Context: an optimization exercise on an open-source flow, tuned for small area and a short achievable clock period. The choices shown serve that exercise and are no tape-out recipe. The RTL was checked by simulation tests, not by an equivalence proof against the original design. Power and IR drop assume default switching activity.

==> flow/design.v, too long to show whole: its modules and the start of the top module <==
// module three_stage_mult: 1220 lines
// module mult_pi: 4 lines
// module mult_pj: 4 lines
// module mult_gi: 3 lines
// module mult_gj: 3 lines
// module mult_fa: 4 lines
// module mult_ha: 4 lines
module three_stage_mult(input [15:0] a, input [15:0] b, output [31:0] out, input clk);
  // ...
==> flow/flow/run.sh <==
#!/bin/bash
# Own layout flow: the standard synthesis and layout, except that the port
# buffers are plain buffers (buffer_ports -buffer_cell) rather than the delay
# buffers buffer_ports picks by default, and timing repair aims at a larger setup
# margin. Each step's full output goes to its own log.
set -euo pipefail
bash standard.sh synth > flow_synth.log 2>&1
bash standard.sh "BUFFER_PORTS_ARGS=-buffer_cell sky130_fd_sc_hd__buf_2" \
  SETUP_SLACK_MARGIN=5.4 finish > flow_layout.log 2>&1
==> flow/standard.sh <==
#!/bin/bash
# synth_recipe.tcl (not shown) runs the flow's synth.tcl, then flattens the netlist and writes it again
# the make line also repeats each setting of config.mk as NAME=value (left out here)
make -C /OpenROAD-flow-scripts/flow DESIGN_CONFIG=/design/flow/config.mk WORK_HOME=/design/flow/orfs CLKGATE_MAP_FILE= SYNTH_SCRIPT=/design/flow/synth_recipe.tcl "${@:-finish}"
==> flow/config.mk <==
export PLATFORM = sky130hd
export DESIGN_NAME = three_stage_mult
export DESIGN_NICKNAME = three_stage_mult
export VERILOG_FILES = /design/flow/design.v
export SDC_FILE = /design/flow/constraint.sdc
export NUM_CORES = 4
export LEC_CHECK = 0
export CAP_MARGIN = 20
export CELL_PAD_IN_SITES_DETAIL_PLACEMENT = 1
export CELL_PAD_IN_SITES_GLOBAL_PLACEMENT = 1
export CORE_MARGIN = 2
export CORE_UTILIZATION = 40
export CTS_BUF_LIST = sky130_fd_sc_hd__clkbuf_8
export CTS_CLUSTER_DIAMETER = 100
export CTS_CLUSTER_SIZE = 30
export SETUP_SLACK_MARGIN = 5
export SLEW_MARGIN = 20
export SYNTH_HIERARCHICAL = 1
==> flow/constraint.sdc <==
create_clock -name core_clock -period 8.0 [get_ports {clk}]
set_input_delay 1.6000 -clock core_clock [delete_from_list [all_inputs] [get_ports {clk}]]
set_output_delay 1.6000 -clock core_clock [all_outputs]
set_load 0.01 [all_outputs]
==> summary.txt, run 1 <==
Status
  • Status: complete, no violations

STA
  • WHS: 355 ps
  • Fmax: 381 MHz

Layout
  • Most common cell after layout, fill and taps aside: a222oi_1
  • Largest register FFs: 32
  • Fill count: 2588
  • Seq. cell area: 3380 um2
  • Non-CTS inverters: 32
  • CLK BUF: 18
  • Biggest register: rp
  • Fraction of area in multi-input gates: 56.5%

CTS
  • Worst-path clk slew: 100 ps

GRT
  • Met1 usage: 30.0%
  • Gr busiest metal: met2
  • Largest net degree at the start of global routing: 19
  • Met2 GRT Util: 35.7%

Worst setup path
  • Worst r2r path cells: 6
  • Critical Path Stages: 6
  • Bufs and invs on worst path: 1
  • Critical path cell sequence: buf_12 > a222oi_1 > fa_1 > fa_1 > ha_4 > a21oi_2
  • Reg-to-reg endpoint: r2_m553$_DFF_P_

Place
  • DP Area: 10300 um2
  • Port Buf Inserts: 64
  • Setup WS pre-CTS: 4950 ps
  • Post-DP HPWL: 21600 um

Floorplanning
  • Die Footprint: 25700 um2
  • Die Span Y: 160 um

Synthesis
  • Largest family of logic cells by synthesized area: adder cells
  • Avg Inst Size Synth: 11.4 um2
  • Top-area cell type share of the netlist area: 33.4%
  • Seq/Total Area, Yosys: 33.4%
  • Asr flop ratio synth: 0%

Power
  • Sw Ratio: 48.4%
  • Total power: 4.89 mW
  • Largest power group: combinational cells
==> run 2: changes to the inputs <==
--- a/flow/config.mk
+++ b/flow/config.mk
@@ -8,4 +8,2 @@
 export CAP_MARGIN = 20
-export CELL_PAD_IN_SITES_DETAIL_PLACEMENT = 1
-export CELL_PAD_IN_SITES_GLOBAL_PLACEMENT = 1
 export CORE_MARGIN = 2
==> run 2 against run 1 <==
Net effect:
- core utilization fell by 0.81 points
- non-clock buffer count fell by 12
- sequential power about the same
- combinational power fell by 3%
- design area decreased by 1.8%
- via count shrank 2.1%
- synthesized cell count did not move
- critical endpoint unchanged
- global-route usage fell by 2.9 points
- maximum frequency is 3.0% higher
- die area unchanged
- highest routed layer unchanged
- clock-buffer cell count is 1 lower
==> summary.txt, run 2 <==
Synthesis
  • Synth Area in Simple Gates: 6.02%
  • Synth Area in Adders: 25.7%
  • Mapped Area: 9780 um2
  • Avg Inst Size Synth: 11.4 um2 (unchanged)
  • Seq/Total Area, Yosys: 33.4% (unchanged)
  • Synth cell types: 25
  • Leading area contributor after synthesis: dfxtp_1
  • Yosys warning total: 7
  • Most frequent cell after synthesis: dfxtp_1
  • Top FF cell, synth: dfxtp_1
  • Compound-Gate Fraction of Synth Area: 25.5%
  • Asr flop ratio synth: 0% (unchanged)
  • Top cells by area, synth: dfxtp_1 (33%), fa_1 (20%), a222oi_1 (12%), a21oi_2 (7.8%), ha_1 (5.2%)
  • Top-area cell type share of the netlist area: 33.4% (unchanged)
  • Synthesis-stage register bit count: 163
  • Mux share of post-synthesis cell area: 0%
  • Synth Instances: 857
  • Largest family of logic cells by synthesized area: adder cells
  • Post-synth EDFFs: 0
  • Commonest cells in the netlist: dfxtp_1 (163), a222oi_1 (120), fa_1 (100), a21oi_2 (87), nand2_1 (69)
  • Synth Area in XOR/XNOR: 3.58%

Layout
  • Biggest register: rp
  • Layout cell share with drive strength beyond 1: 32.3%
  • Final nets: 1068
  • Fill count: 2280 (-12%)
  • Largest register FFs: 32 (unchanged)
  • Largest registers: rp x32, rt x17, ra x16
  • Most common cell after layout, fill and taps aside: dfxtp_1
  • Most frequent cells in the layout: dfxtp_1 (121), a222oi_1 (120), fa_1 (100)
  • Synth-to-Final Area Change: 10.3%
  • Design Area, Final: 10800 um2
  • Finished Layout Cells: 1231
  • # diodes: 0

Floorplanning
  • Starting density of the core: 40.5%
  • I/O Pins: 65
  • Die Footprint: 25700 um2 (unchanged)
  • Die Span Y: 160 um (unchanged)
  • Core area: 24200 um2
  • Die W: 160 um
  • Num rows: 57

Detailed routing
  • ANT nets after route: 0
  • DR WL/cell: 19.7 um
  • Drt pass-1 iters: 12
  • Routed WL: 24300 um
  • Via density: 5.86
  • Residual DRC: 0
  • Vias: 7213
  • 1st-iter DRT viols: 1347

Power
  • Pwr/cell area: 441 nW/um2
  • Leakage: 3.91 nW
  • Worst vdd ir: 0.000207 V

Worst setup path
  • Crit path capture type: flop
  • CP Data Arrival Time: 2940 ps
  • Worst R2R Setup Slack: 5450 ps
  • Critical Path RT: 8400 ps
  • CP Max Fanout: 16
  • Worst setup SP type: flop
  • CP Class: reg2reg

Place
  • Placed cells: 1194
  • DP Area: 10300 um2 (unchanged)
  • Routability cong.: 0.910
  • Port Buf Inserts: 64 (unchanged)
  • Post-DP HPWL: 18500 um (-14%)

STA
  • Setup Viol. Count Final: 0
  • Pins Over Slew Limit: 0
  • Fmax: 393 MHz (+3.0%)
  • Worst Skew: 13.7 ps
  • Min Tclk post-route: 2550 ps
  • Tcrit/Tclk final: 31.8%
  • Total negative setup slack: 0 ps
  • Hold Vio Cnt, Final: 0
  • RSZ-0062 raised after global routing: true

Flow run
  • Max Cap Viol: 0

CTS
  • Worst-path clk slew: 100 ps (about the same)
  • Max clock buf depth: 2
  • Worst-Skew Late Latency: 460 ps
  • TritonCTS clock tree: built
  • H-Tree Depth: 4
  • TritonCTS Buffers: 17
  • Clk root buf: clkbuf_8
  • Clk sinks: 163

GRT
  • Total grt overflow: 0
  • First-pass GRT wire length: 39500 um
  • Via count of the first global-routing pass: 7360
  • Tot GR Track Use: 19.2%
  • Largest net degree at the start of global routing: 19 (unchanged)
  • Initial antenna violation count: 0

Hold path
  • Min-Delay Path Class: reg2reg

Status
  • Status: complete, no violations
## run 2: cell count changes in the layout (fill, tap and decap cells not counted), sizes merged
cell	before	now
buf	81	69
clkbuf	18	17
clkinv	7	5
clkinvlp	0	1
inv	39	41
## run 2: per-layer routing
| metal | routed length [um] | vias up | part of all wire, % | global-route usage (%) |
|---|---|---|---|---|
| met5 | 0 | - | 0 | 0.947 |
| met4 | 615 | 0 | 2.5 | 6.96 |
| met3 | 2380 | 56 | 9.8 | 4.65 |
| met2 | 10600 | 412 | 44 | 28.8 |
| met1 | 10700 | 3487 | 44 | 26.9 |
| li1 | - | 3258 | - | - |
## run 2: cell type report
class / count / area (um2) / area share (%)
Clock buffer: 17 / 234 / 2.17
Sequential cell: 163 / 3340 / 30.9
Multi-Input combinational cell: 611 / 6180 / 57.3
Clock inverter: 15 / 158 / 1.46
Inverter: 32 / 120 / 1.11
Tap cell: 324 / 405 / 3.76
Timing Repair Buffer: 69 / 358 / 3.32
## run 2: final timing paths
path	start	endpoint	cells past startpoint
worst max-delay path	ra[8]$_DFF_P_	r2_m553$_DFF_P_	5
worst min register to register	r2_f339$_DFF_P_	rp[3]$_DFF_P_	1
worst min-delay path	r2_f339$_DFF_P_	rp[3]$_DFF_P_	1
worst max register to register	ra[8]$_DFF_P_	r2_m553$_DFF_P_	5
## run 2: modules after synthesis (local to each module, per instance)
module / cells / area, um2
mult_pi: 2 / 12.5
mult_fa: 1 / 20.0
mult_gi: 1 / 8.76
mult_ha: 1 / 12.5
three_stage_mult: 472 / 5700
mult_pj: 2 / 12.5
mult_gj: 1 / 5.00
## run 2: cells by family after synthesis
family,after synthesis
simple gates,138
flops,163
fa+ha+maj,141
buf+inv,96
compound gates,278
xor+xnor,40
other cells,1
## run 2: stage by stage
stage / hold slack (ps) / setup slack, ps / total power [mW] / util, %
floorplan: 338 / 5260 / 3.47 / -
global placement: 339 / 5030 / 4.15 / 42.5
detailed placement: 342 / 4980 / 4.16 / 42.5
CTS: 359 / 5380 / 4.79 / 44.3
global route: 370 / 5360 / 5.15 / 44.6
finish: 360 / 5450 / 4.76 / 44.6
## run 2: repair_timing
action                                  CTS  global route
endpoints found under the setup margin   30            36
resized for setup                        27            25
pin swaps                                 5            15
hold buffers                              0             0
endpoints found under the hold margin     0             0
buffers inserted                          1             4
## run 2: critical path: stages (launching register included)
cell and delay, ps:
dfxtp_2 450, a222oi_1 550, fa_1 530, fa_1 470, ha_1 350, a21oi_2 140
## run 2: power breakdown
part	switching (mW)	total [mW]	internal [mW]
Sequential	0.206	1.33	1.12
Combinational	1.72	2.85	1.13
Clock	0.349	0.584	0.235

[afterwards: timing with drivers on the ports]
How much do the figures lean on ideal ports? The routed layouts below were timed once more, with nothing changed but the port constraints.
Step 1 assumes that a clkbuf_16 drives the clock port and a buf_2 every other input.
Step 2, shift: input delay + t, output delay - t, t = (earliest + latest rising clock arrival at the registers) / 2. This alone moves slack from input paths to output paths.
a / b / c = ideal / step 1 / step 2; a / b = the first two.
run | t, ns | slack for setup (ns) | hold slack, ns | latest minus earliest clock arrival (ns) | worst slew at a driven data input, ns
run 1 | 0.501 | 5.377 / 5.377 / 4.994 | 0.355 / 0.355 / 0.355 | 0.020 / 0.020 | 0.04
run 2 | 0.494 | 5.454 / 5.454 / 5.035 | 0.360 / 0.360 / 0.360 | 0.014 / 0.014 | 0.03
After both steps every run listed still meets setup and hold. For run 2, which loses most, drivers alone change the setup slack by 0.000 ns; drivers and shift together by -0.419 ns.
